This design comes from an exercise in tuning for small area and a short achievable clock period on the open sky130 flow, not from production work. Function was checked by simulation only, so behaviour that the tests miss may differ from the original.

**flow/flow/run.sh**
```bash
#!/bin/bash
# Standard layout with five changes to how it is made (the clock, constraints
# and checks are the design's own):
#  - synthesis maps logic with the delay-bounded area mapping in flow/abc_area.script
#  - synthesis leaves full and half adders to that mapping (no ADDER_MAP_FILE)
#  - synthesis maps adders' carry logic with Yosys's default Brent-Kung tree
#    (any SYNTH_OPERATIONS_ARGS drops ORFS's Kogge-Stone extra map; -nordff
#    only concerns memories, which this design has none of)
#  - ports get the smallest buffer (buf_1); timing repair resizes the ones that matter
#  - timing repair aims for more setup slack than the design's period needs
set -euo pipefail
W=$(pwd)
rm -rf "$W/scripts_local"
cp -r "$FLOW_HOME/scripts" "$W/scripts_local"
cp "$W/flow/abc_area.script" "$W/scripts_local/abc_area.script"
bash standard.sh SCRIPTS_DIR="$W/scripts_local" SYNTH_OPERATIONS_ARGS=-nordff ADDER_MAP_FILE= \
	"BUFFER_PORTS_ARGS=-buffer_cell sky130_fd_sc_hd__buf_1" SETUP_SLACK_MARGIN=24 finish > standard_flow.log 2>&1
```
**flow/flow/abc_area.script**
```
strash
dch -f
map -D 5000
topo
stime -c
dnsize -c -D 5000
```
**flow/standard.sh**
```bash
#!/bin/bash
# synth_recipe.tcl (not shown) runs the flow's synth.tcl, then flattens the netlist and writes it again
# the make line also repeats each setting of config.mk as NAME=value (left out here)
make -C /OpenROAD-flow-scripts/flow DESIGN_CONFIG=/design/flow/config.mk WORK_HOME=/design/flow/orfs CLKGATE_MAP_FILE= SYNTH_SCRIPT=/design/flow/synth_recipe.tcl "${@:-finish}"
```
**flow/config.mk**
```make
export PLATFORM = sky130hd
export DESIGN_NAME = mac_top
export DESIGN_NICKNAME = mac_top
export VERILOG_FILES = /design/flow/design.v
export SDC_FILE = /design/flow/constraint.sdc
export NUM_CORES = 4
export LEC_CHECK = 0
export ABC_AREA = 1
export CAP_MARGIN = 10
export CORE_MARGIN = 2
export CORE_UTILIZATION = 40
export CTS_BUF_LIST = sky130_fd_sc_hd__clkbuf_4 sky130_fd_sc_hd__clkbuf_8
export PLACE_DENSITY = 0.6
export SLEW_MARGIN = 10
```
**flow/constraint.sdc**
```tcl
create_clock -name core_clock -period 42.0 [get_ports {clk}]
set_input_delay 8.4000 -clock core_clock [delete_from_list [all_inputs] [get_ports {clk}]]
set_output_delay 8.4000 -clock core_clock [all_outputs]
set_load 0.01 [all_outputs]
```
**flow/design.v**
```verilog
module mul_unit (
	input  [15:0] a,
	input  [15:0] b,
	output [15:0] pf,
	output [12:0] pi,
	output        error
);
wire m1, m2, m3, m4, m5, m6, m7, m8, m9, m10, m11, m12;
wire m13, m14, m15, m16, m17, m18, m19, m20, m21, m22, m23, m24;
wire m25, m26, m27, m28, m29, m30, m31, m32, m33, m34, m35, m36;
wire m37, m38, m39, m40, m41, m42, m43, m44, m45, m46, m47, m48;
wire m49, m50, m51, m52, m53, m54, m55, m56, m57, m58, m59, m60;
wire m61, m62, m63, m64, m65, m66, m67, m68, m69, m70, m71, m72;
wire m73, m74, m75, m76, m77, m78, m79, m80, m81, m82, m83, m84;
wire m85, m86, m87, m88, m89, m90, m91, m92, m93, m94, m95, m96;
wire m97, m98, m99, m100, m101, m102, m103, m104, m105, m106, m107, m108;
wire m109, m110, m111, m112, m113, m114, m115, m116, m117, m118, m119, m120;
wire m121, m122, m123, m124, m125, m126, m127, m128, m129, m130, m131, m132;
wire m133, m134, m135, m136, m137, m138, m139, m140, m141, m142, m143, m144;
wire m145, m146, m147, m148, m149, m150, m151, m152, m153, m154, m155, m156;
wire m157, m158, m159, m160, m161, m162, m163, m164, m165, m166, m167, m168;
wire m169, m170, m171, m172, m173, m174, m175, m176, m177, m178, m179, m180;
wire m181, m182, m183, m184, m185, m186, m187, m188, m189, m190, m191, m192;
wire m193, m194, m195, m196, m197, m198, m199, m200, m201, m202, m203, m204;
wire m205, m206, m207, m208, m209, m210, m211, m212;
assign m1 = (a[0] & b[6]) ^ (a[1] & b[5]);
assign m2 = (a[0] & b[6]) & (a[1] & b[5]);
assign m3 = (a[0] & b[7]) ^ (a[1] & b[6]) ^ (a[2] & b[5]);
assign m4 = ((a[0] & b[7]) & (a[1] & b[6])) | ((a[0] & b[7]) & (a[2] & b[5])) | ((a[1] & b[6]) & (a[2] & b[5]));
assign m5 = (a[3] & b[4]) ^ (a[4] & b[3]);
assign m6 = (a[3] & b[4]) & (a[4] & b[3]);
assign m7 = (a[1] & b[7]) ^ (a[2] & b[6]) ^ (a[3] & b[5]);
assign m8 = ((a[1] & b[7]) & (a[2] & b[6])) | ((a[1] & b[7]) & (a[3] & b[5])) | ((a[2] & b[6]) & (a[3] & b[5]));
assign m9 = (a[4] & b[4]) ^ (a[5] & b[3]);
assign m10 = (a[4] & b[4]) & (a[5] & b[3]);
assign m11 = (a[2] & b[7]) ^ (a[3] & b[6]) ^ (a[4] & b[5]);
assign m12 = ((a[2] & b[7]) & (a[3] & b[6])) | ((a[2] & b[7]) & (a[4] & b[5])) | ((a[3] & b[6]) & (a[4] & b[5]));
assign m13 = (a[0] & b[4]) ^ (a[1] & b[3]);
assign m14 = (a[0] & b[4]) & (a[1] & b[3]);
assign m15 = (a[0] & b[5]) ^ (a[1] & b[4]) ^ (a[2] & b[3]);
assign m16 = ((a[0] & b[5]) & (a[1] & b[4])) | ((a[0] & b[5]) & (a[2] & b[3])) | ((a[1] & b[4]) & (a[2] & b[3]));
assign m17 = (a[3] & b[2]) ^ (a[4] & b[1]);
assign m18 = (a[3] & b[2]) & (a[4] & b[1]);
assign m19 = m1 ^ (a[2] & b[4]) ^ (a[3] & b[3]);
assign m20 = (m1 & (a[2] & b[4])) | (m1 & (a[3] & b[3])) | ((a[2] & b[4]) & (a[3] & b[3]));
assign m21 = (a[4] & b[2]) ^ (a[5] & b[1]) ^ (a[6] & b[0]);
assign m22 = ((a[4] & b[2]) & (a[5] & b[1])) | ((a[4] & b[2]) & (a[6] & b[0])) | ((a[5] & b[1]) & (a[6] & b[0]));
assign m23 = m2 ^ m3 ^ m5;
assign m24 = (m2 & m3) | (m2 & m5) | (m3 & m5);
assign m25 = (a[5] & b[2]) ^ (a[6] & b[1]) ^ (a[7] & b[0]);
assign m26 = ((a[5] & b[2]) & (a[6] & b[1])) | ((a[5] & b[2]) & (a[7] & b[0])) | ((a[6] & b[1]) & (a[7] & b[0]));
assign m27 = m4 ^ m6 ^ m7;
assign m28 = (m4 & m6) | (m4 & m7) | (m6 & m7);
assign m29 = m9 ^ (a[6] & b[2]) ^ (a[7] & b[1]);
assign m30 = (m9 & (a[6] & b[2])) | (m9 & (a[7] & b[1])) | ((a[6] & b[2]) & (a[7] & b[1]));
assign m31 = m8 ^ m10 ^ m11;
assign m32 = (m8 & m10) | (m8 & m11) | (m10 & m11);
assign m33 = (a[5] & b[4]) ^ (a[6] & b[3]) ^ (a[7] & b[2]);
assign m34 = ((a[5] & b[4]) & (a[6] & b[3])) | ((a[5] & b[4]) & (a[7] & b[2])) | ((a[6] & b[3]) & (a[7] & b[2]));
assign m35 = m12 ^ (a[3] & b[7]) ^ (a[4] & b[6]);
assign m36 = (m12 & (a[3] & b[7])) | (m12 & (a[4] & b[6])) | ((a[3] & b[7]) & (a[4] & b[6]));
assign m37 = (a[5] & b[5]) ^ (a[6] & b[4]) ^ (a[7] & b[3]);
assign m38 = ((a[5] & b[5]) & (a[6] & b[4])) | ((a[5] & b[5]) & (a[7] & b[3])) | ((a[6] & b[4]) & (a[7] & b[3]));
assign m39 = (a[4] & b[7]) ^ (a[5] & b[6]) ^ (a[6] & b[5]);
assign m40 = ((a[4] & b[7]) & (a[5] & b[6])) | ((a[4] & b[7]) & (a[6] & b[5])) | ((a[5] & b[6]) & (a[6] & b[5]));
assign m41 = (a[0] & b[3]) ^ (a[1] & b[2]);
assign m42 = (a[0] & b[3]) & (a[1] & b[2]);
assign m43 = m13 ^ (a[2] & b[2]) ^ (a[3] & b[1]);
assign m44 = (m13 & (a[2] & b[2])) | (m13 & (a[3] & b[1])) | ((a[2] & b[2]) & (a[3] & b[1]));
assign m45 = m14 ^ m15 ^ m17;
assign m46 = (m14 & m15) | (m14 & m17) | (m15 & m17);
assign m47 = m16 ^ m18 ^ m19;
assign m48 = (m16 & m18) | (m16 & m19) | (m18 & m19);
assign m49 = m20 ^ m22 ^ m23;
assign m50 = (m20 & m22) | (m20 & m23) | (m22 & m23);
assign m51 = m24 ^ m26 ^ m27;
assign m52 = (m24 & m26) | (m24 & m27) | (m26 & m27);
assign m53 = m28 ^ m30 ^ m31;
assign m54 = (m28 & m30) | (m28 & m31) | (m30 & m31);
assign m55 = m32 ^ m34 ^ m35;
assign m56 = (m32 & m34) | (m32 & m35) | (m34 & m35);
assign m57 = m36 ^ m38 ^ m39;
assign m58 = (m36 & m38) | (m36 & m39) | (m38 & m39);
assign m59 = m40 ^ (a[5] & b[7]) ^ (a[6] & b[6]);
assign m60 = (m40 & (a[5] & b[7])) | (m40 & (a[6] & b[6])) | ((a[5] & b[7]) & (a[6] & b[6]));
assign m61 = (a[0] & b[2]) ^ (a[1] & b[1]);
assign m62 = (a[0] & b[2]) & (a[1] & b[1]);
assign m63 = m41 ^ (a[2] & b[1]) ^ (a[3] & b[0]);
assign m64 = (m41 & (a[2] & b[1])) | (m41 & (a[3] & b[0])) | ((a[2] & b[1]) & (a[3] & b[0]));
assign m65 = m42 ^ m43 ^ (a[4] & b[0]);
assign m66 = (m42 & m43) | (m42 & (a[4] & b[0])) | (m43 & (a[4] & b[0]));
assign m67 = m44 ^ m45 ^ (a[5] & b[0]);
assign m68 = (m44 & m45) | (m44 & (a[5] & b[0])) | (m45 & (a[5] & b[0]));
assign m69 = m46 ^ m47 ^ m21;
assign m70 = (m46 & m47) | (m46 & m21) | (m47 & m21);
assign m71 = m48 ^ m49 ^ m25;
assign m72 = (m48 & m49) | (m48 & m25) | (m49 & m25);
assign m73 = m50 ^ m51 ^ m29;
assign m74 = (m50 & m51) | (m50 & m29) | (m51 & m29);
assign m75 = m52 ^ m53 ^ m33;
assign m76 = (m52 & m53) | (m52 & m33) | (m53 & m33);
assign m77 = m54 ^ m55 ^ m37;
assign m78 = (m54 & m55) | (m54 & m37) | (m55 & m37);
assign m79 = m56 ^ m57 ^ (a[7] & b[4]);
assign m80 = (m56 & m57) | (m56 & (a[7] & b[4])) | (m57 & (a[7] & b[4]));
assign m81 = m58 ^ m59 ^ (a[7] & b[5]);
assign m82 = (m58 & m59) | (m58 & (a[7] & b[5])) | (m59 & (a[7] & b[5]));
assign m83 = m60 ^ (a[6] & b[7]) ^ (a[7] & b[6]);
assign m84 = (m60 & (a[6] & b[7])) | (m60 & (a[7] & b[6])) | ((a[6] & b[7]) & (a[7] & b[6]));
assign m85 = m74 ^ m75;
assign m86 = m74 & m75;
assign m87 = m76 ^ m77;
assign m88 = m76 & m77;
assign m89 = m78 ^ m79;
assign m90 = m78 & m79;
assign m91 = m80 ^ m81;
assign m92 = m80 & m81;
assign m93 = m72 ^ m73;
assign m94 = m72 & m73;
assign m95 = m85 ^ ~(a[7] & b[1]) ^ ~(b[7] & a[1]);
assign m96 = (m85 & ~(a[7] & b[1])) | (m85 & ~(b[7] & a[1])) | (~(a[7] & b[1]) & ~(b[7] & a[1]));
assign m97 = m86 ^ m87 ^ ~(a[7] & b[2]);
assign m98 = (m86 & m87) | (m86 & ~(a[7] & b[2])) | (m87 & ~(a[7] & b[2]));
assign m99 = m88 ^ m89 ^ ~(a[7] & b[3]);
assign m100 = (m88 & m89) | (m88 & ~(a[7] & b[3])) | (m89 & ~(a[7] & b[3]));
assign m101 = m90 ^ m91 ^ ~(a[7] & b[4]);
assign m102 = (m90 & m91) | (m90 & ~(a[7] & b[4])) | (m91 & ~(a[7] & b[4]));
assign m103 = m93 ^ ~(a[7] & b[0]);
assign m104 = m93 & ~(a[7] & b[0]);
assign m105 = m94 ^ m95 ^ 1'b1;
assign m106 = (m94 & m95) | (m94 & 1'b1) | (m95 & 1'b1);
assign m107 = m96 ^ m97 ^ ~(b[7] & a[2]);
assign m108 = (m96 & m97) | (m96 & ~(b[7] & a[2])) | (m97 & ~(b[7] & a[2]));
assign m109 = m98 ^ m99 ^ ~(b[7] & a[3]);
assign m110 = (m98 & m99) | (m98 & ~(b[7] & a[3])) | (m99 & ~(b[7] & a[3]));
assign m111 = m100 ^ m101 ^ ~(b[7] & a[4]);
assign m112 = (m100 & m101) | (m100 & ~(b[7] & a[4])) | (m101 & ~(b[7] & a[4]));
assign m113 = m102 ^ m92;
assign m114 = m102 & m92;
assign m115 = m76 ^ m77 ^ a[0];
assign m116 = (m76 & m77) | (m76 & a[0]) | (m77 & a[0]);
assign m117 = m78 ^ m79 ^ a[1];
assign m118 = (m78 & m79) | (m78 & a[1]) | (m79 & a[1]);
assign m119 = (a[2] & b[9]) ^ (a[3] & b[8]);
assign m120 = (a[2] & b[9]) & (a[3] & b[8]);
assign m121 = m80 ^ m81 ^ a[2];
assign m122 = (m80 & m81) | (m80 & a[2]) | (m81 & a[2]);
assign m123 = (a[3] & b[9]) ^ (a[4] & b[8]) ^ (a[8] & b[4]);
assign m124 = ((a[3] & b[9]) & (a[4] & b[8])) | ((a[3] & b[9]) & (a[8] & b[4])) | ((a[4] & b[8]) & (a[8] & b[4]));
assign m125 = m82 ^ m83 ^ a[3];
assign m126 = (m82 & m83) | (m82 & a[3]) | (m83 & a[3]);
assign m127 = (a[4] & b[9]) ^ (a[5] & b[8]) ^ (a[8] & b[5]);
assign m128 = ((a[4] & b[9]) & (a[5] & b[8])) | ((a[4] & b[9]) & (a[8] & b[5])) | ((a[5] & b[8]) & (a[8] & b[5]));
assign m129 = m84 ^ (a[7] & b[7]) ^ a[4];
assign m130 = (m84 & (a[7] & b[7])) | (m84 & a[4]) | ((a[7] & b[7]) & a[4]);
assign m131 = (a[5] & b[9]) ^ (a[6] & b[8]) ^ (a[8] & b[6]);
assign m132 = ((a[5] & b[9]) & (a[6] & b[8])) | ((a[5] & b[9]) & (a[8] & b[6])) | ((a[6] & b[8]) & (a[8] & b[6]));
assign m133 = a[5] ^ (a[6] & b[9]) ^ (a[7] & b[8]);
assign m134 = (a[5] & (a[6] & b[9])) | (a[5] & (a[7] & b[8])) | ((a[6] & b[9]) & (a[7] & b[8]));
assign m135 = m74 ^ m75 ^ (a[0] & b[9]);
assign m136 = (m74 & m75) | (m74 & (a[0] & b[9])) | (m75 & (a[0] & b[9]));
assign m137 = m115 ^ (a[1] & b[9]) ^ (a[2] & b[8]);
assign m138 = (m115 & (a[1] & b[9])) | (m115 & (a[2] & b[8])) | ((a[1] & b[9]) & (a[2] & b[8]));
assign m139 = (a[8] & b[2]) ^ (a[9] & b[1]);
assign m140 = (a[8] & b[2]) & (a[9] & b[1]);
assign m141 = m116 ^ m117 ^ m119;
assign m142 = (m116 & m117) | (m116 & m119) | (m117 & m119);
assign m143 = (a[8] & b[3]) ^ (a[9] & b[2]) ^ b[1];
assign m144 = ((a[8] & b[3]) & (a[9] & b[2])) | ((a[8] & b[3]) & b[1]) | ((a[9] & b[2]) & b[1]);
assign m145 = m118 ^ m120 ^ m121;
assign m146 = (m118 & m120) | (m118 & m121) | (m120 & m121);
assign m147 = m123 ^ (a[9] & b[3]) ^ b[2];
assign m148 = (m123 & (a[9] & b[3])) | (m123 & b[2]) | ((a[9] & b[3]) & b[2]);
assign m149 = m122 ^ m124 ^ m125;
assign m150 = (m122 & m124) | (m122 & m125) | (m124 & m125);
assign m151 = m127 ^ (a[9] & b[4]) ^ b[3];
assign m152 = (m127 & (a[9] & b[4])) | (m127 & b[3]) | ((a[9] & b[4]) & b[3]);
assign m153 = m126 ^ m128 ^ m129;
assign m154 = (m126 & m128) | (m126 & m129) | (m128 & m129);
assign m155 = m131 ^ (a[9] & b[5]) ^ b[4];
assign m156 = (m131 & (a[9] & b[5])) | (m131 & b[4]) | ((a[9] & b[5]) & b[4]);
assign m157 = m130 ^ m132 ^ m133;
assign m158 = (m130 & m132) | (m130 & m133) | (m132 & m133);
assign m159 = (a[8] & b[7]) ^ (a[9] & b[6]) ^ b[5];
assign m160 = ((a[8] & b[7]) & (a[9] & b[6])) | ((a[8] & b[7]) & b[5]) | ((a[9] & b[6]) & b[5]);
assign m161 = m134 ^ a[6] ^ (a[7] & b[9]);
assign m162 = (m134 & a[6]) | (m134 & (a[7] & b[9])) | (a[6] & (a[7] & b[9]));
assign m163 = (a[8] & b[8]) ^ (a[9] & b[7]) ^ b[6];
assign m164 = ((a[8] & b[8]) & (a[9] & b[7])) | ((a[8] & b[8]) & b[6]) | ((a[9] & b[7]) & b[6]);
assign m165 = a[7] ^ (a[8] & b[9]) ^ (a[9] & b[8]);
assign m166 = (a[7] & (a[8] & b[9])) | (a[7] & (a[9] & b[8])) | ((a[8] & b[9]) & (a[9] & b[8]));
assign m167 = m72 ^ m73;
assign m168 = m72 & m73;
assign m169 = m135 ^ (a[1] & b[8]) ^ (a[8] & b[1]);
assign m170 = (m135 & (a[1] & b[8])) | (m135 & (a[8] & b[1])) | ((a[1] & b[8]) & (a[8] & b[1]));
assign m171 = m136 ^ m137 ^ m139;
assign m172 = (m136 & m137) | (m136 & m139) | (m137 & m139);
assign m173 = m138 ^ m140 ^ m141;
assign m174 = (m138 & m140) | (m138 & m141) | (m140 & m141);
assign m175 = m142 ^ m144 ^ m145;
assign m176 = (m142 & m144) | (m142 & m145) | (m144 & m145);
assign m177 = m146 ^ m148 ^ m149;
assign m178 = (m146 & m148) | (m146 & m149) | (m148 & m149);
assign m179 = m150 ^ m152 ^ m153;
assign m180 = (m150 & m152) | (m150 & m153) | (m152 & m153);
assign m181 = m154 ^ m156 ^ m157;
assign m182 = (m154 & m156) | (m154 & m157) | (m156 & m157);
assign m183 = m158 ^ m160 ^ m161;
assign m184 = (m158 & m160) | (m158 & m161) | (m160 & m161);
assign m185 = m162 ^ m164 ^ m165;
assign m186 = (m162 & m164) | (m162 & m165) | (m164 & m165);
assign m187 = m166 ^ a[8] ^ (a[9] & b[9]);
assign m188 = (m166 & a[8]) | (m166 & (a[9] & b[9])) | (a[8] & (a[9] & b[9]));
assign m189 = m167 ^ (a[0] & b[8]);
assign m190 = m167 & (a[0] & b[8]);
assign m191 = m168 ^ m169 ^ (a[9] & b[0]);
assign m192 = (m168 & m169) | (m168 & (a[9] & b[0])) | (m169 & (a[9] & b[0]));
assign m193 = m170 ^ m171 ^ b[0];
assign m194 = (m170 & m171) | (m170 & b[0]) | (m171 & b[0]);
assign m195 = m172 ^ m173 ^ m143;
assign m196 = (m172 & m173) | (m172 & m143) | (m173 & m143);
assign m197 = m174 ^ m175 ^ m147;
assign m198 = (m174 & m175) | (m174 & m147) | (m175 & m147);
assign m199 = m176 ^ m177 ^ m151;
assign m200 = (m176 & m177) | (m176 & m151) | (m177 & m151);
assign m201 = m178 ^ m179 ^ m155;
assign m202 = (m178 & m179) | (m178 & m155) | (m179 & m155);
assign m203 = m180 ^ m181 ^ m159;
assign m204 = (m180 & m181) | (m180 & m159) | (m181 & m159);
assign m205 = m182 ^ m183 ^ m163;
assign m206 = (m182 & m183) | (m182 & m163) | (m183 & m163);
assign m207 = m184 ^ m185 ^ b[7];
assign m208 = (m184 & m185) | (m184 & b[7]) | (m185 & b[7]);
assign m209 = m186 ^ m187 ^ b[8];
assign m210 = (m186 & m187) | (m186 & b[8]) | (m187 & b[8]);
assign m211 = m188 ^ a[9] ^ b[9];
assign m212 = (m188 & a[9]) | (m188 & b[9]) | (a[9] & b[9]);
wire [12:0] ix0 = {m110, m108, m106, m104, m103, m70, m68, m66, m64, m62, m61, (a[0] & b[1]), (a[0] & b[0])};
wire [12:0] ix1 = {m111, m109, m107, m105, ~(b[7] & a[0]), m71, m69, m67, m65, m63, (a[2] & b[0]), (a[1] & b[0]), 1'b0};
wire [21:0] fx0 = {1'b0, m212, m210, m208, m206, m204, m202, m200, m198, m196, m194, m192, m190, m189, m70, m68, m66, m64, m62, m61, (a[0] & b[1]), (a[0] & b[0])};
wire [21:0] fx1 = {1'b0, 1'b1, m211, m209, m207, m205, m203, m201, m199, m197, m195, m193, m191, (a[8] & b[0]), m71, m69, m67, m65, m63, (a[2] & b[0]), (a[1] & b[0]), 1'b0};
	wire [12:0] isum = ix0 + ix1;
	wire        iz   = (a[7:0] == 8'h80) | (b[7:0] == 8'h80);
	assign pi = iz ? 13'd0 : isum;
	wire [21:0] m  = fx0 + fx1;
	wire [5:0]  s  = a[14:10] + b[14:10];
	wire        uf = (s < 6'd15);
	wire        of = (s > 6'd46);
	wire [4:0]  e  = s[4:0] + 5'd17 + {4'd0, m[21]};
	wire [9:0]  f  = m[21] ? m[20:11] : m[19:10];
	wire        sg = a[15] ^ b[15];
	wire        z  = ~(|a) | ~(|b);
	assign error = uf | of;
	assign pf = z  ? 16'b0 :
	            uf ? {sg, 15'b0} :
	            of ? {sg, 5'h1f, 10'b0} :
	                 {sg, e, f};
endmodule
module mac_top
(
	input                    clk,
	input                    rst_n,         
	input                    enable,
	input                    valid,
	input                    read,    
	input                    mode,    
	input                    cfg,
	input             [15:0] in_a,
	input             [15:0] in_b,
	output            [15:0] mac_out,
	output                   error
);
	reg [15:0] pf_reg;    
	reg [12:0] pi_reg;    
	reg        err_reg;   
	reg [15:0] c_reg;
	reg        mode_reg;
	wire [15:0] pf_next, sum;
	wire [12:0] pi_next;
	wire        err_next;
	mul_unit u_mul  (.a(in_a), .b(in_b), .pf(pf_next), .pi(pi_next), .error(err_next));
	mac_add  u_add  (.mode(mode_reg), .pf(pf_reg), .pi(pi_reg), .c(c_reg), .s(sum));
	always @ ( posedge clk or negedge rst_n ) begin
		if ( ! rst_n ) begin
			pf_reg   <= 16'b0;   
			pi_reg   <= 13'b0;
			err_reg  <= 1'b1;    
			c_reg    <= 16'b0;
			mode_reg <= 1'b0;
		end else if (enable) begin
			if (valid) begin
				pf_reg  <= pf_next;
				pi_reg  <= pi_next;
				err_reg <= err_next;
				c_reg   <= sum;
			end
			else if (read) begin  
				pf_reg  <= 16'b0;
				pi_reg  <= 13'b0;
				err_reg <= 1'b1;
				c_reg   <= 16'b0;
			end
		end else if (cfg) begin
			mode_reg <= mode;
		end
	end
	assign error   = err_reg;
	assign mac_out = (read && enable && ~valid) ? sum : 16'b0;
endmodule
module mac_add (
	input         mode,
	input  [15:0] pf,
	input  [12:0] pi,
	input  [15:0] c,
	output [15:0] s
);
	wire [11:0] lo = pi[10:0] + c[10:0];
	wire [1:0]  hi = pi[12:11] + c[12:11];
	wire [15:0] s_int = {hi, 2'b00, lo};
	wire [4:0]  ep   = pf[14:10];
	wire [4:0]  ec   = c[14:10];
	wire [5:0]  d1   = {1'b0, ep} - {1'b0, ec};
	wire [4:0]  d2   = ec - ep;
	wire        p_ge = ~d1[5];
	wire [4:0]  sh   = p_ge ? d1[4:0] : d2;
	wire [4:0]  eb   = p_ge ? ep : ec;
	wire        a_gt = pf[14:0] > c[14:0];
	wire [9:0]  mb   = a_gt ? pf[9:0] : c[9:0];
	wire [9:0]  ms   = a_gt ? c[9:0]  : pf[9:0];
	wire        sign = a_gt ? pf[15]  : c[15];
	wire        sub  = pf[15] ^ c[15];
	wire [21:0] af   = {1'b1, ms, 11'd0} >> sh;
	wire [13:0] al   = {af[21:11], af[10], |af[8:0], af[9]};
	wire [14:0] sum  = {2'b01, mb, 3'd0} + {1'b0, al ^ {14{sub}}} + {14'd0, sub};
	wire [14:0] ma   = {sum[14] & ~sub, sum[13:0]};
	reg  [4:0]  nzl;
	always @(*) begin
		casez (ma[14:3])
			12'b1???????????: nzl = 5'd0;
			12'b01??????????: nzl = 5'd1;
			12'b001?????????: nzl = 5'd2;
			12'b0001????????: nzl = 5'd3;
			12'b00001???????: nzl = 5'd4;
			12'b000001??????: nzl = 5'd5;
			12'b0000001?????: nzl = 5'd6;
			12'b00000001????: nzl = 5'd7;
			12'b000000001???: nzl = 5'd8;
			12'b0000000001??: nzl = 5'd9;
			12'b00000000001?: nzl = 5'd10;
			12'b000000000001: nzl = 5'd11;
			default:          nzl = 5'd0;
		endcase
	end
	wire [5:0]  sle  = {1'b0, eb} - {1'b0, nzl} + 6'd1;
	wire [3:0]  lsv  = (nzl > sle[4:0]) ? sle[3:0] : nzl[3:0];
	wire [14:0] nm   = ma << lsv;
	wire        rnd  = (|nm[2:0] | nm[4]) & nm[3];
	wire [4:0]  ex   = sub ? (sle[5] ? 5'd0 : sle[4:0]) : (eb + {4'd0, ma[14]});
	wire [9:0]  fr   = nm[13:4] + {9'd0, rnd};
	wire [15:0] s_fp = {sign, ex, fr};
	assign s = mode ? s_fp : s_int;
endmodule
```
==> results.json, run 1 <==
{
  "status": "no timing/DRC/antenna violations",
  "grt_use_total_pct": 26.3,
  "gp_congestion": 0.954,
  "grt_first_pass_wirelength_um": 56600,
  "die_area_mm2": 0.0266,
  "arrival_ps": 9250,
  "antenna_found_initial": 0,
  "hp-class": "reg -> reg",
  "reg2reg_from": "pf_reg[10]$_DFFE_PN0P_",
  "drc": 0,
  "hpwl_um": 29000,
  "io_pins": 56,
  "path_clk_slew_ps": 90,
  "dr_total_vias": 12600,
  "min_period_over_period_pct": 42.0,
  "grt_max_degree": 48,
  "min_period_ps": 17650,
  "startpoint_type": "primary input",
  "antenna_left": 0,
  "fmax_mhz": 56.6,
  "tightestPinTransition_ps": 928,
  "worstHoldPathCells": 2,
  "avgViaCountPerCell": 5.40,
  "critical_path_class": "in -> out",
  "root_buffer": "clkbuf_8",
  "fin_worst_skew_ps": 6.93,
  "cp_max_fo": 10,
  "clock_sinks": 47,
  "worst_r2r_path_depth": 46,
  "crit_required_ps": 33600,
  "layout.nets": 2046,
  "syn_area_mm2": 0.0101,
  "worstSetupStartpoint": "valid",
  "clockBufferDepth": 2,
  "htreeDepth": 2,
  "postSynthCellCount": 1918,
  "start_util_pct": 40.5,
  "rsz0062_at_grt": "no",
  "holdWs_ps": 543,
  "end_kind": "output pin",
  "area_growth_pct": 11.7,
  "dieWidth_um": 163,
  "yosysTopAreaCellShare_pct": 18.1,
  "synth.largest_area_cell": "nand2_1",
  "clock_latency_ps": 300,
  "yosysSeqAreaShare_pct": 11.7,
  "wl_per_cell_um": 15.1,
  "rrSetupSlack_ps": 33270,
  "overflow": 0,
  "drive_gt1_share_pct": 5.43,
  "die_h_um": 163,
  "numCtsBuffers": 5,
  "grt_pass1_vias": 11400,
  "syn_nets": 1957,
  "reg2reg_to": "c_reg[6]$_DFFE_PN0P_",
  "cts_tree": "yes",
  "drv_slew": 0,
  "async_flop_share_pct": 100,
  "core_area_mm2": 0.0250,
  "yosysWarnings": 2,
  "hold_end": "pi_reg[12]$_DFFE_PN0P_",
  "hp-start": "pi_reg[12]$_DFFE_PN0P_",
  "synth-edff-count": 0,
  "ys_ff_latch": 47,
  "final_core_util_pct": 45.2,
  "ys_top_cells_by_area": "nand2_1 18%, nor2_1 13%, dfrtp_1 11%",
  "timing.max_cap.violations": 0,
  "finalSetupViolations": 0,
  "rows": 58,
  "portBuffers": 55,
  "fin_tns_setup_ps": 0,
  "final_common_cell": "nand2_1",
  "maxSlewHeadroom_pct": 37.9,
  "drtIter0Drc": 966,
  "yosysUniqueCellTypes": 43,
  "synth-main-ff-cell": "dfrtp_1",
  "hold_viol_final": 0,
  "avgSynthCellArea_um2": 5.27,
  "drtPass1Iterations": 8,
  "diodes": 0,
  "final_cell_mix": "483 x nand2_1, 334 x nor2_1, 270 x clkinv_1",
  "routed_wl_um": 35200
}
==> synth_stat cells (all sizes together), types with 6 or more instances <==
library cell	number
a21o	11
a21oi	95
a22oi	7
a31oi	16
and2	10
clkinv	273
dfrtp	46
nand2	486
nand3	165
nand3b	6
nand4	44
nor2	340
nor3	22
nor4	9
o2111ai	6
o211ai	7
o21ai	125
o22ai	41
or2	33
xnor2	33
xor2	92
==> final cells by class <==
cell class | instances | area [um^2]
tap | 330 | 413
timing repair buffer | 81 | 415
inverter | 273 | 1030
clock buffer | 5 | 68.8
clock inverter | 3 | 67.6
fill | 2782 | 13700
sequential | 47 | 1180
multi-input combinational | 1599 | 8120
==> how the worst max path moves through the flow <==
stage | end | slack (ps) | depth (start not counted)
2_1_floorplan | mac_out[9] | 24350 | 44
3_3_place_gp | mac_out[9] | 22660 | 47
3_5_place_dp | mac_out[9] | 22350 | 49
4_1_cts | mac_out[7] | 24010 | 47
5_1_grt | mac_out[9] | 23960 | 51
6_report | mac_out[8] | 24350 | 6
==> critical path, cell delays in order <==
cell and delay (ps):
buf_1 90, nand3b_1 150, buf_4 180, buf_4 160, nor2_1 110, buf_1 160
==> timing repair <==
action,CTS,global route
cloned,1,0
hold buffers,0,0
buffers inserted,4,11
pin swaps,2,8
gates resized for setup,12,42
endpoints found under the setup margin,15,10
==> through the flow <==
step / worst slack (ps) / cells / cell area (um^2)
after floorplan: 24350 / 1918 / 10100
after global placement: 22660 / 2314 / 10800
after detailed placement: 22350 / 2314 / 10800
after CTS: 24010 / 2327 / 11000
after global routing: 23960 / 2338 / 11300
final: 24350 / 2338 / 11300
==> routing by layer <==
layer	wire [um]	track usage [%]	up-vias	part of all wire (%)
li1	-	-	6556	-
met1	15100	32.2	5641	43
met2	17400	48.6	343	49
met3	1290	1.02	78	3.7
met4	1470	10.2	0	4.2
met5	0	0	-	0
==> cell families (layout without fill, tap and decap cells) <==
logic type               Yosys count  in the layout  share of synthesized area (%)
AND/OR/NAND/NOR                 1118           1119                           46.5
flip-flops                        47             47                           11.7
XOR/XNOR                         125            125                           10.8
AO/OA/AOI/OAI                    353            353                           20.7
adder cells (fa/ha/maj)            2              2                          0.198
buffers and inverters            273            362                           10.1
==> inputs of run 2 (changes only) <==
--- a/flow/config.mk
+++ b/flow/config.mk
@@ -10,5 +10,5 @@
 export CORE_MARGIN = 2
 export CORE_UTILIZATION = 40
 export CTS_BUF_LIST = sky130_fd_sc_hd__clkbuf_4 sky130_fd_sc_hd__clkbuf_8
-export PLACE_DENSITY = 0.6
+export PLACE_DENSITY = 0.5
 export SLEW_MARGIN = 10
==> run 2 against run 1 <==
Net effect:
- critical path depth unchanged
- synthesized cell count did not move
- flip-flop and latch count is the same
- setup slack gained 9.8 ps
- first-iteration DRC count shrank 13%
- fmax is essentially flat
- area after synthesis did not move
==> results.json, run 2 <==
{
  "io_pins": 56,
  "fill_cells": 2853,
  "yosysUniqueCellTypes": 43,
  "async_flop_share_pct": 100,
  "muxShareOfSynthArea_pct": 0,
  "grt_max_degree": 48,
  "diodes": 0,
  "hp-class": "reg -> reg",
  "tightestPinTransition_ps": 673,
  "yosys-top-cells-count": "486 x nand2_1, 340 x nor2_1, 273 x clkinv_1, 165 x nand3_1, 125 x o21ai_0",
  "root_buffer": "clkbuf_8",
  "grt_use_total_pct": 28.0,
  "rsz0062_at_grt": "no",
  "hp-start": "pi_reg[12]$_DFFE_PN0P_",
  "final_common_cell": "nand2_1",
  "ys_top_cells_by_area": "nand2_1 18%, nor2_1 13%, dfrtp_1 11%",
  "wl_per_cell_um": 15.9,
  "synth_compound_area_share_pct": 20.7,
  "synth_top_family_by_area": "simple AND/OR/NAND/NOR gates",
  "syn_area_mm2": 0.0101,
  "numCtsBuffers": 5,
  "reg2reg_to": "c_reg[5]$_DFFE_PN0P_",
  "multi_input_area_mm2": 0.00819,
  "crit_required_ps": 33600,
  "cpMaxStageDelayCell": "buf_4",
  "yosysWarnings": 2,
  "seqCellArea_mm2": 0.00118,
  "worstHoldPathCells": 2,
  "dr_total_vias": 12600,
  "worst_r2r_path_depth": 48,
  "synth-edff-count": 0,
  "maxSlewHeadroom_pct": 54.6,
  "drc": 0,
  "synth_xor_area_share_pct": 10.8,
  "reg2reg_from": "c_reg[12]$_DFFE_PN0P_",
  "die_h_um": 163,
  "final_cell_area_mm2": 0.0114,
  "syn_nets": 1957,
  "grt_pass1_vias": 11300,
  "slowest_delay_ps": 190,
  "fin_worst_skew_ps": 11.0,
  "crit_path_cell_trace": "buf_1, nand3b_1, buf_4, buf_4, nor2_1, buf_1",
  "ys_ff_latch": 47,
  "synth.largest_area_cell": "nand2_1",
  "postSynthCellCount": 1918,
  "cp_max_fo": 10,
  "timing.max_cap.violations": 0,
  "start_util_pct": 40.5,
  "rows": 58,
  "drtIter0Drc": 839,
  "finalSetupViolations": 0,
  "dpl-instance-area_mm2": 0.0108,
  "status": "no timing/DRC/antenna violations",
  "dieWidth_um": 163,
  "path_clk_slew_ps": 90,
  "clock_latency_ps": 310,
  "routed_wl_um": 37300,
  "fmax_mhz": 56.7,
  "hold_viol_final": 0,
  "drtPass1Iterations": 6,
  "avgSynthCellArea_um2": 5.27,
  "synthSimpleGateAreaFrac_pct": 46.5,
  "antenna_left": 0,
  "hpwl_um": 31000,
  "avgViaCountPerCell": 5.38,
  "antenna_found_initial": 0,
  "startpoint_type": "primary input",
  "clockBufferDepth": 2,
  "end_kind": "output pin",
  "synthAdderAreaFrac_pct": 0.198,
  "grt_first_pass_wirelength_um": 59200,
  "min_period_over_period_pct": 42.0,
  "yosysTopAreaCellShare_pct": 18.1,
  "clock_sinks": 47,
  "final_cell_mix": "481 x nand2_1, 331 x nor2_1, 269 x clkinv_1",
  "cts_tree": "yes",
  "yosysSeqAreaShare_pct": 11.7,
  "synth-main-ff-cell": "dfrtp_1",
  "drive_gt1_share_pct": 6.22,
  "die_area_mm2": 0.0266,
  "min_period_ps": 17650,
  "critical_path_class": "in -> out",
  "area_growth_pct": 12.3,
  "rrSetupSlack_ps": 33430,
  "post-synth-top-count-cell": "nand2_1",
  "hold_end": "pi_reg[12]$_DFFE_PN0P_",
  "arrival_ps": 9240,
  "portBuffers": 55,
  "htreeDepth": 2,
  "overflow": 0,
  "layout.nets": 2049,
  "dp_slack_ps": 22560,
  "drv_slew": 0,
  "core_area_mm2": 0.0250,
  "gp_congestion": 0.921,
  "setup_ws_ps": 24360,
  "fin_tns_setup_ps": 0
}
-- run 2: cells by family (layout without fill, tap and decap cells) --
| logic type | after synthesis | in the layout |
|---|---|---|
| AO/OA/AOI/OAI | 353 | 353 |
| AND/OR/NAND/NOR | 1118 | 1119 |
| XOR/XNOR | 125 | 125 |
| flip-flops | 47 | 47 |
| adder cells (fa/ha/maj) | 2 | 2 |
| buffers and inverters | 273 | 365 |
-- run 2: metal layers --
metal / GRT usage, % / part of all wire, % / vias to the layer above
met5: 0 / 0 / -
met1: 33.8 / 43 / 5683
met2: 52.7 / 50 / 285
met4: 9.90 / 3.4 / 0
li1: - / - / 6571
met3: 0.993 / 3.0 / 57
-- run 2: worst max path at each step --
stage	depth (start not counted)	slack [ps]	from	end
after global routing	50	23920	pf_reg[10]$_DFFE_PN0P_	mac_out[9]
after global placement	49	22740	pf_reg[10]$_DFFE_PN0P_	mac_out[9]
after CTS	50	24030	pf_reg[10]$_DFFE_PN0P_	mac_out[9]
after floorplan	44	24350	pf_reg[10]$_DFFE_PN0P_	mac_out[9]
after detailed placement	50	22560	pf_reg[10]$_DFFE_PN0P_	mac_out[9]
final	6	24360	valid	mac_out[14]
-- run 2: through the flow --
step / hold slack, ps / instances / utilization (%)
5_1_grt: 551 / 2341 / 45.5
2_1_floorplan: 473 / 1918 / -
3_3_place_gp: 493 / 2313 / 43.3
4_1_cts: 527 / 2330 / 44.2
6_report: 520 / 2341 / 45.5
3_5_place_dp: 505 / 2313 / 43.3
-- run 2: final cells by class --
class / count / area share, %
multi-input combinational: 1599 / 72.2
clock inverter: 3 / 0.165
timing repair buffer: 84 / 3.89
tap: 330 / 3.64
sequential: 47 / 10.4
clock buffer: 5 / 0.606
inverter: 273 / 9.14
-- run 2: timing repair --
action | 4_1_cts | 5_1_grt
setup buffers | 9 | 10
hold buffers | 0 | 0
cloned | 0 | 1
setup endpoints to repair | 14 | 10
resized for setup | 16 | 57
pin swaps | 2 | 11
-- run 2: worst max-delay path, delay by kind of cell --
kind / cells / cell delay (ps)
buf+inv: 4 / 600
simple gates: 2 / 250
==> inputs of run 3 (changes only) <==
--- a/flow/config.mk
+++ b/flow/config.mk
@@ -10,5 +10,5 @@
 export CORE_MARGIN = 2
 export CORE_UTILIZATION = 40
 export CTS_BUF_LIST = sky130_fd_sc_hd__clkbuf_4 sky130_fd_sc_hd__clkbuf_8
-export PLACE_DENSITY = 0.5
+export PLACE_DENSITY = 0.7
 export SLEW_MARGIN = 10
==> run 3 against run 2 <==
Net effect:
- sequential share of layout area about the same
- critical endpoint is now mac_out[2]
- worst hold slack improved by 6.2 ps
- clock skew rose by 2.3 ps
- final area decreased by 0.31%
- die area is the same
- critical path depth is 1 lower
- first-iteration DRC count up 49%
- largest cell class unchanged
==> results.json, run 3 <==
{
  "cp_common_cell": "buf_1",
  "clockBufferDepth": 2,
  "dr_total_vias": 12900,
  "fmax_mhz": 56.4,
  "end_kind": "output pin",
  "rsz0062_at_grt": "no",
  "crit_path_cell_trace": "buf_1, nand3b_1, buf_4, nor2_1, buf_1",
  "syn_area_mm2": 0.0101,
  "avgViaCountPerCell": 5.52,
  "finalSetupViolations": 0,
  "hp-class": "reg -> reg",
  "io_pins": 56,
  "die_area_mm2": 0.0266,
  "core_area_mm2": 0.0250,
  "yosysUniqueCellTypes": 43,
  "maxSlewHeadroom_pct": 49.3,
  "routed_wl_um": 34900,
  "avgSynthCellArea_um2": 5.27,
  "portBuffers": 55,
  "antenna_found_initial": 0,
  "drtPass1Iterations": 8,
  "layout.nets": 2046,
  "ys_top_cells_by_area": "nand2_1 18%, nor2_1 13%, dfrtp_1 11%",
  "highest_layer": "met4",
  "dp_slack_ps": 22720,
  "timing.max_cap.violations": 0,
  "arrival_ps": 9320,
  "root_buffer": "clkbuf_8",
  "yosysTopAreaCellShare_pct": 18.1,
  "synth.largest_area_cell": "nand2_1",
  "yosys-top-cells-count": "486 x nand2_1, 340 x nor2_1, 273 x clkinv_1, 165 x nand3_1, 125 x o21ai_0",
  "min_period_ps": 17720,
  "cpMaxStageDelayCell": "nor2_1",
  "grt_max_degree": 48,
  "ys_ff_latch": 47,
  "cts_tree": "yes",
  "yosysSeqAreaShare_pct": 11.7,
  "synth-edff-count": 0,
  "drtIter0Drc": 1248,
  "cp_max_fo": 12,
  "critical_path_class": "in -> out",
  "clock_sinks": 47,
  "holdWs_ps": 526,
  "grt_pass1_vias": 11600,
  "setup_ws_ps": 24280,
  "start_util_pct": 40.5,
  "area_growth_pct": 12.0,
  "synth_top_family_by_area": "simple AND/OR/NAND/NOR gates",
  "synthSimpleGateAreaFrac_pct": 46.5,
  "wl_met3_um": 2000,
  "hpwl_um": 28400,
  "synth_compound_area_share_pct": 20.7,
  "synthAdderAreaFrac_pct": 0.198,
  "fin_worst_skew_ps": 13.3,
  "diodes": 0,
  "yosysWarnings": 2,
  "muxShareOfSynthArea_pct": 0,
  "post-synth-top-count-cell": "nand2_1",
  "final_cell_mix": "483 x nand2_1, 331 x nor2_1, 268 x clkinv_1",
  "synth_xor_area_share_pct": 10.8,
  "path_clk_slew_ps": 80,
  "numCtsBuffers": 5,
  "fin_tns_setup_ps": 0,
  "die_h_um": 163,
  "startpoint_type": "primary input",
  "async_flop_share_pct": 100,
  "antenna_left": 0,
  "grt_first_pass_wirelength_um": 56100,
  "gp_congestion": 0.999,
  "wl_met2_um": 17000,
  "syn_nets": 1957,
  "hold_viol_final": 0,
  "final_common_cell": "nand2_1",
  "synth-main-ff-cell": "dfrtp_1",
  "drc": 0,
  "tightestPinTransition_ps": 758,
  "crit_required_ps": 33600,
  "overflow": 0,
  "slowest_delay_ps": 230,
  "status": "no timing/DRC/antenna violations",
  "postSynthCellCount": 1918,
  "drive_gt1_share_pct": 5.83,
  "dieWidth_um": 163,
  "rows": 58,
  "drv_slew": 0,
  "drt-met1-wl_um": 14500,
  "grt_use_total_pct": 25.8,
  "clock_latency_ps": 320,
  "min_period_over_period_pct": 42.2,
  "htreeDepth": 2,
  "wl_per_cell_um": 14.9
}
run 3: per-stage QoR:
stage | instance area, um^2 | util [%] | instances
4_1_cts | 11000 | 44.1 | 2322
3_3_place_gp | 10800 | 43.3 | 2313
3_5_place_dp | 10800 | 43.3 | 2313
6_report | 11300 | 45.3 | 2337
2_1_floorplan | 10100 | - | 1918
5_1_grt | 11300 | 45.3 | 2337
run 3: layout make-up:
class                           instances  area [um^2]
Sequential cell                        47         1180
Clock inverter                          1         30.0
Clock buffer                            6         76.3
Tap cell                              330          413
Multi-Input combinational cell       1598         8160
Fill cell                            2730        13600
Inverter                              273         1030
Timing Repair Buffer                   82          430
run 3: timing repair:
item,4_1_cts,5_1_grt
pin swaps,2,8
resized for setup,16,49
endpoints found under the hold margin,0,0
setup buffers,2,15
setup endpoints to repair,12,10
hold buffers,0,0
run 3: routing by layer:
layer	GRT usage [%]	vias to the layer above
met5	0	-
met1	31.7	5789
met2	46.0	472
met4	10.9	0
met3	2.04	90
li1	-	6545
run 3: path summary, 6_finish.rpt:
kind | slack (ps) | endpoint | depth (start not counted) | from
max in group asynchronous | 33420 | c_reg[1]$_DFFE_PN0P_ | 2 | rst_n
setup reg to reg | 33380 | c_reg[5]$_DFFE_PN0P_ | 48 | pf_reg[10]$_DFFE_PN0P_
hold reg to reg | 530 | err_reg$_DFFE_PN1P_ | 1 | err_reg$_DFFE_PN1P_
hold / removal | 530 | err_reg$_DFFE_PN1P_ | 1 | err_reg$_DFFE_PN1P_
min in group asynchronous | 8150 | c_reg[14]$_DFFE_PN0P_ | 2 | rst_n
setup / recovery | 24280 | mac_out[2] | 5 | enable
run 3: cell families after synthesis:
kind of cell | Yosys count
flops | 47
simple gates | 1118
fa+ha+maj | 2
compound gates | 353
xor+xnor | 125
buf+inv | 273
run 3: worst max-delay path, delay by kind of cell:
kind	cells	cell delay, ps
buffers and inverters	3	550
AND/OR/NAND/NOR	2	360
==> inputs of run 4 (changes only) <==
--- a/flow/config.mk
+++ b/flow/config.mk
@@ -8,7 +8,7 @@
 export ABC_AREA = 1
 export CAP_MARGIN = 10
 export CORE_MARGIN = 2
-export CORE_UTILIZATION = 40
+export CORE_UTILIZATION = 55
 export CTS_BUF_LIST = sky130_fd_sc_hd__clkbuf_4 sky130_fd_sc_hd__clkbuf_8
-export PLACE_DENSITY = 0.7
+export PLACE_DENSITY = 0.6
 export SLEW_MARGIN = 10
==> run 4 against run 3 <==
Net effect:
- register-to-register slack better by 150 ps
- synthesized cell count unchanged
- clock skew up 6.4 ps
- largest cell class unchanged
- critical endpoint is now mac_out[6]
- critical path depth up 1
- global-route usage up 8.4 points
- area after synthesis unchanged
- routed wire length down 2.5%
- die area down 27%
==> results.json, run 4 <==
{
  "status": "no timing/DRC/antenna violations",
  "grt_max_degree": 48,
  "drc": 0,
  "hpwl_um": 27800,
  "reg2reg_from": "c_reg[7]$_DFFE_PN0P_",
  "fin_tns_setup_ps": 0,
  "htreeDepth": 2,
  "dp_cells": 2211,
  "routed_wl_um": 34000,
  "antenna_left": 0,
  "die_h_um": 140,
  "syn_area_mm2": 0.0101,
  "yosysSeqAreaShare_pct": 11.7,
  "clock_sinks": 47,
  "start_util_pct": 56.1,
  "clock_latency_ps": 320,
  "post-synth-top-count-cell": "nand2_1",
  "die_area_mm2": 0.0195,
  "fill_cells": 1878,
  "antenna_found_initial": 0,
  "cp_max_fo": 13,
  "drt-met1-wl_um": 14000,
  "worstHoldPathCells": 2,
  "area_growth_pct": 11.0,
  "cts_tree": "yes",
  "dieWidth_um": 140,
  "numCtsBuffers": 5,
  "highest_layer": "met4",
  "yosys-top-cells-count": "486 x nand2_1, 340 x nor2_1, 273 x clkinv_1, 165 x nand3_1, 125 x o21ai_0",
  "min_period_ps": 17690,
  "avgSynthCellArea_um2": 5.27,
  "diodes": 0,
  "yosysWarnings": 2,
  "drtIter0Drc": 898,
  "grt_use_total_pct": 34.2,
  "tightestPinTransition_ps": 889,
  "drtPass1Iterations": 7,
  "grt_first_pass_wirelength_um": 55400,
  "finalNonFillerCells": 2247,
  "critical_path_class": "in -> out",
  "syn_nets": 1957,
  "synth-main-ff-cell": "dfrtp_1",
  "hold_end": "pi_reg[12]$_DFFE_PN0P_",
  "crit_required_ps": 33600,
  "synth-edff-count": 0,
  "async_flop_share_pct": 100,
  "ys_ff_latch": 47,
  "fmax_mhz": 56.5,
  "drv_slew": 0,
  "startpoint_type": "primary input",
  "wl_met2_um": 16700,
  "postSynthCellCount": 1918,
  "hp-class": "reg -> reg",
  "yosysTopAreaCellShare_pct": 18.1,
  "reg2reg_to": "c_reg[5]$_DFFE_PN0P_",
  "wl_per_cell_um": 15.1,
  "gp_congestion": 0.987,
  "rsz0062_at_grt": "no",
  "arrival_ps": 9290,
  "fin_worst_skew_ps": 19.7,
  "wl_met3_um": 1800,
  "io_pins": 56,
  "drive_gt1_share_pct": 6.10,
  "path_clk_slew_ps": 90,
  "finalSetupViolations": 0,
  "hold_viol_final": 0,
  "maxSlewHeadroom_pct": 40.5,
  "root_buffer": "clkbuf_8",
  "layout.nets": 2056,
  "core_area_mm2": 0.0180,
  "min_period_over_period_pct": 42.1,
  "end_kind": "output pin",
  "grt_pass1_vias": 11600,
  "yosysUniqueCellTypes": 43,
  "portBuffers": 55,
  "final_cell_mix": "483 x nand2_1, 332 x nor2_1, 269 x clkinv_1",
  "timing.max_cap.violations": 0,
  "clockBufferDepth": 2,
  "ys_top_cells_by_area": "nand2_1 18%, nor2_1 13%, dfrtp_1 11%",
  "overflow": 0,
  "synth.largest_area_cell": "nand2_1",
  "cts_hold_buffers": 0,
  "final_common_cell": "nand2_1",
  "avgViaCountPerCell": 5.74,
  "rows": 49,
  "rrSetupSlack_ps": 33530,
  "worst_r2r_path_depth": 47,
  "hp-start": "pi_reg[12]$_DFFE_PN0P_",
  "dr_total_vias": 12900
}
==> run 4: metrics by stage <==
step                hold slack (ps)  instance area [um^2]  utilization, %  worst slack [ps]
global route                    562                 11200            62.3             23890
global placement                507                 10700            59.2             22520
CTS                             537                 10900            60.6             24080
detailed placement              516                 10700            59.2             22290
finish                          528                 11200            62.3             24310
floorplan                       473                 10100               -             24350
==> run 4: worst max-delay path by stage <==
stage | from | to | slack [ps] | cells after the start
2_1_floorplan | pf_reg[10]$_DFFE_PN0P_ | mac_out[9] | 24350 | 44
3_3_place_gp | pf_reg[10]$_DFFE_PN0P_ | mac_out[9] | 22520 | 49
4_1_cts | pf_reg[10]$_DFFE_PN0P_ | mac_out[9] | 24080 | 49
3_5_place_dp | pf_reg[10]$_DFFE_PN0P_ | mac_out[5] | 22290 | 49
5_1_grt | pf_reg[10]$_DFFE_PN0P_ | mac_out[9] | 23890 | 50
6_report | valid | mac_out[6] | 24310 | 6
==> run 4: cell type report <==
cell class | instances | area, um^2 | area share (%)
Clock buffer | 5 | 68.8 | 0.613
Clock inverter | 3 | 46.3 | 0.413
Inverter | 273 | 1030 | 9.18
Multi-Input combinational cell | 1599 | 8120 | 72.4
Sequential cell | 47 | 1180 | 10.5
Tap cell | 229 | 287 | 2.55
Timing Repair Buffer | 91 | 490 | 4.37
==> run 4: cells by family after synthesis <==
family / Yosys count / synth area share (%)
AND/OR/NAND/NOR: 1118 / 46.5
AO/OA/AOI/OAI: 353 / 20.7
buffers and inverters: 273 / 10.1
XOR/XNOR: 125 / 10.8
flip-flops: 47 / 11.7
adder cells (fa/ha/maj): 2 / 0.198
==> run 4: per-layer routing <==
metal / GRT usage (%) / vias up
met5: 0 / -
met4: 13.3 / 0
met3: 1.79 / 98
met2: 63.1 / 453
met1: 41.6 / 5758
li1: - / 6588
==> run 4: timing repair <==
action                                  CTS  global route
endpoints found under the setup margin   16            10
setup buffers                            11            16
cloned                                    1             0
gates resized for setup                  11            47
pin swaps                                 2            13
==> run 4: worst max-delay path, stage by stage <==
cell	delay, ps
buf_1	100
nand3b_1	180
buf_4	210
buf_4	150
nor2_1	100
buf_1	160
==> inputs of run 5 (changes only) <==
--- a/flow/flow/run.sh
+++ b/flow/flow/run.sh
@@ -1,7 +1,7 @@
 #!/bin/bash
 # Standard layout with five changes to how it is made (the clock, constraints
 # and checks are the design's own):
-#  - synthesis maps logic with the delay-bounded area mapping in flow/abc_area.script
+#  - synthesis maps logic with the delay-bounded area mapping in flow/abc_area.script, after dc2 AIG rewriting
 #  - synthesis leaves full and half adders to that mapping (no ADDER_MAP_FILE)
 #  - synthesis maps adders' carry logic with Yosys's default Brent-Kung tree
 #    (any SYNTH_OPERATIONS_ARGS drops ORFS's Kogge-Stone extra map; -nordff
==> flow/flow/abc_area.script (replaced) <==
strash
dc2
dch -f
map -D 5000
topo
stime -c
dnsize -c -D 5000
--- a/flow/config.mk
+++ b/flow/config.mk
@@ -8,7 +8,7 @@
 export ABC_AREA = 1
 export CAP_MARGIN = 10
 export CORE_MARGIN = 2
-export CORE_UTILIZATION = 55
+export CORE_UTILIZATION = 40
 export CTS_BUF_LIST = sky130_fd_sc_hd__clkbuf_4 sky130_fd_sc_hd__clkbuf_8
 export PLACE_DENSITY = 0.6
 export SLEW_MARGIN = 10
==> run 5 against run 4 <==
Net effect:
- still clean on timing, DRC and antenna
- fmax decreased by 1.0%
- global-route usage is 7.0 points lower
- final area rose by 4.0%
- worst hold slack better by 21 ps
- count of clock-buffer cells in the layout stayed put
- setup slack got worse by 180 ps
- critical path depth unchanged
- sequential share of layout area down 0.32 points
- critical path type unchanged
- critical endpoint is now mac_out[1]
- largest cell class unchanged
==> results.json, run 5 <==
{
  "status": "no timing/DRC/antenna violations",
  "final_cell_mix": "446 x nand2_1, 240 x nor2_1, 229 x clkinv_1",
  "muxShareOfSynthArea_pct": 0,
  "maxSlewHeadroom_pct": 41.7,
  "cpMaxStageDelayCell": "nor2_1",
  "fill_cells": 2665,
  "drtPass1Iterations": 5,
  "critical_path_class": "in -> out",
  "area_growth_pct": 17.2,
  "synth_top_family_by_area": "simple AND/OR/NAND/NOR gates",
  "hp-class": "reg -> reg",
  "finalNonFillerCells": 2272,
  "min_period_ps": 17870,
  "slowest_delay_ps": 240,
  "synthSimpleGateAreaFrac_pct": 44.0,
  "fmax_mhz": 55.9,
  "avgViaCountPerCell": 5.65,
  "rsz0062_at_grt": "no",
  "tightestPinTransition_ps": 865,
  "synth.largest_area_cell": "nand2_1",
  "core_area_mm2": 0.0244,
  "crit_required_ps": 33600,
  "post-synth-top-count-cell": "nand2_1",
  "die_h_um": 162,
  "avgSynthCellArea_um2": 5.45,
  "postSynthCellCount": 1829,
  "dp_cells": 2221,
  "timing.max_cap.violations": 0,
  "synth-edff-count": 0,
  "drive_gt1_share_pct": 11.1,
  "overflow": 0,
  "cpLargestDelayFamily": "simple AND/OR/NAND/NOR gates",
  "yosysTopAreaCellShare_pct": 17.2,
  "antenna_left": 0,
  "setup_ws_ps": 24130,
  "syn_nets": 1868,
  "multi_input_area_mm2": 0.00840,
  "htreeDepth": 2,
  "ys_ff_latch": 47,
  "hpwl_um": 29300,
  "dr_total_vias": 12800,
  "hold_viol_final": 0,
  "ys_top_cells_by_area": "nand2_1 17%, dfrtp_1 12%, nand3_1 10%",
  "synth_compound_area_share_pct": 22.2,
  "cts_tree": "yes",
  "drc": 0,
  "dp_slack_ps": 22060,
  "cts_hold_buffers": 0,
  "dieWidth_um": 162,
  "antenna_found_initial": 0,
  "cp_max_fo": 15,
  "start_util_pct": 40.8,
  "layout.nets": 1986,
  "drtIter0Drc": 1073,
  "path_buf_inv": 3,
  "syn_area_mm2": 0.00996,
  "synth-main-ff-cell": "dfrtp_1",
  "grt_max_degree": 48,
  "fin_worst_skew_ps": 15.2,
  "portBuffers": 55,
  "crit_path_cell_trace": "buf_1, nand2_1, nor2_1, inv_4, nor2_1, buf_1",
  "grt_pass1_vias": 11400,
  "die_area_mm2": 0.0262,
  "synth_xor_area_share_pct": 12.8,
  "clock_sinks": 47,
  "rows": 57,
  "seqCellArea_mm2": 0.00119,
  "synthAdderAreaFrac_pct": 0.201,
  "numCtsBuffers": 5,
  "routed_wl_um": 37000,
  "yosysUniqueCellTypes": 48,
  "clock_latency_ps": 320,
  "async_flop_share_pct": 100,
  "wl_per_cell_um": 16.3,
  "final_common_cell": "nand2_1",
  "fin_tns_setup_ps": 0,
  "gp_congestion": 0.971,
  "diodes": 0,
  "io_pins": 56,
  "grt_use_total_pct": 27.2,
  "grt_first_pass_wirelength_um": 58000,
  "path_clk_slew_ps": 90,
  "drv_slew": 0,
  "arrival_ps": 9470,
  "end_kind": "output pin",
  "min_period_over_period_pct": 42.6,
  "yosysWarnings": 2,
  "root_buffer": "clkbuf_8",
  "clockBufferDepth": 2,
  "yosys-top-cells-count": "457 x nand2_1, 253 x nor2_1, 241 x clkinv_1, 208 x nand3_1, 125 x o21ai_0",
  "finalSetupViolations": 0,
  "yosysSeqAreaShare_pct": 11.8,
  "startpoint_type": "primary input"
}
## run 5: cell types whose count changed after synthesis, sizes merged, moves of 5 or more
cell,before,now
o2111ai,6,0
o21bai,3,8
clkinv,273,241
a22oi,7,13
nor2,340,253
nand2,486,457
nand3,165,208
xnor2,33,49
nand4,44,34
xor2,92,86
## run 5: worst reg2reg max path: cells and delay by family (launching register included)
family          cells  cell delay (ps)
simple gates       23             3480
compound gates     16             3300
buf+inv             8             1430
flops               1              460
xor+xnor            1              180
## run 5: through the flow
stage | hold slack, ps | instance area (um^2) | utilization [%]
after global placement | 519 | 10700 | 43.8
after global routing | 565 | 11700 | 47.9
after floorplan | 499 | 9960 | -
after CTS | 551 | 11000 | 45.1
final | 549 | 11700 | 47.9
after detailed placement | 532 | 10700 | 43.8
## run 5: cell type report
type,instances,share of cell area (%)
well taps,324,3.47
flip-flops and latches,47,10.2
inverters,241,8.02
repair buffers,109,5.40
multi-input cells,1543,71.9
clock buffers,5,0.590
clock inverters,3,0.407
## run 5: what timing repair did
action / CTS / global route
cloned: 0 / 3
pin swaps: 5 / 27
endpoints found under the hold margin: 0 / 0
buffers inserted: 10 / 30
setup endpoints to repair: 16 / 11
gates resized for setup: 31 / 122
## run 5: path summary, 6_finish.rpt
kind | from | end | slack, ps | cells after the start
max in group asynchronous | rst_n | pf_reg[3]$_DFFE_PN0P_ | 33350 | 2
hold reg to reg | err_reg$_DFFE_PN1P_ | err_reg$_DFFE_PN1P_ | 550 | 1
setup / recovery | enable | mac_out[1] | 24130 | 6
hold / removal | err_reg$_DFFE_PN1P_ | err_reg$_DFFE_PN1P_ | 550 | 1
min in group asynchronous | rst_n | c_reg[9]$_DFFE_PN0P_ | 8150 | 2
setup reg to reg | c_reg[10]$_DFFE_PN0P_ | c_reg[9]$_DFFE_PN0P_ | 33030 | 48
## run 5: logic make-up (layout without fill, tap and decap cells)
| logic type | after synthesis | count (layout) |
|---|---|---|
| and+or+nand+nor | 1030 | 1031 |
| DFF | 47 | 47 |
| buffers and inverters | 241 | 358 |
| xor gates and xnor gates | 139 | 139 |
| AOI/OAI and AO/OA | 370 | 371 |
| adders and majority gates | 2 | 2 |
## run 5: layer usage
layer / up-vias / global-route usage (%) / share of wire [%]
met4: 0 / 11.5 / 4.4
met3: 114 / 2.45 / 6.0
met1: 5774 / 34.3 / 42
li1: 6442 / - / -
met5: - / 0 / 0
met2: 497 / 47.4 / 47

[separate check: timing with driven ports]
The flow's constraints put no driver on any port. The routed layouts listed below were extracted and timed again, unchanged, in two steps.
Step 1, drivers: a clkbuf_16 drives clk and a buf_2 each remaining input, both assumed.
Step 2 moves the port delays by t, midway between the first and last clock arrival at a register: inputs arrive t later, outputs are due t later. That takes back most of the time a late clock gives input paths.
a / b / c = ideal ports / drivers / drivers and shift; a / b = the first two.
run | t, ns | setup WS [ns] | hold WS [ns] | clock arrival spread, ns
run 1 | 0.334 | 24.345 / 24.325 / 24.325 | 0.543 / 0.543 / 0.543 | 0.007 / 0.007
run 2 | 0.346 | 24.355 / 24.332 / 24.332 | 0.520 / 0.520 / 0.520 | 0.011 / 0.011
run 3 | 0.344 | 24.282 / 24.260 / 24.260 | 0.526 / 0.526 / 0.526 | 0.014 / 0.013
run 4 | 0.347 | 24.307 / 24.286 / 24.286 | 0.528 / 0.528 / 0.528 | 0.020 / 0.020
run 5 | 0.346 | 24.126 / 24.100 / 24.100 | 0.549 / 0.549 / 0.549 | 0.015 / 0.016
After both steps setup and hold are still met in every run listed. For run 5, which loses most, drivers alone change the setup slack by -0.026 ns; drivers and shift together by -0.026 ns.
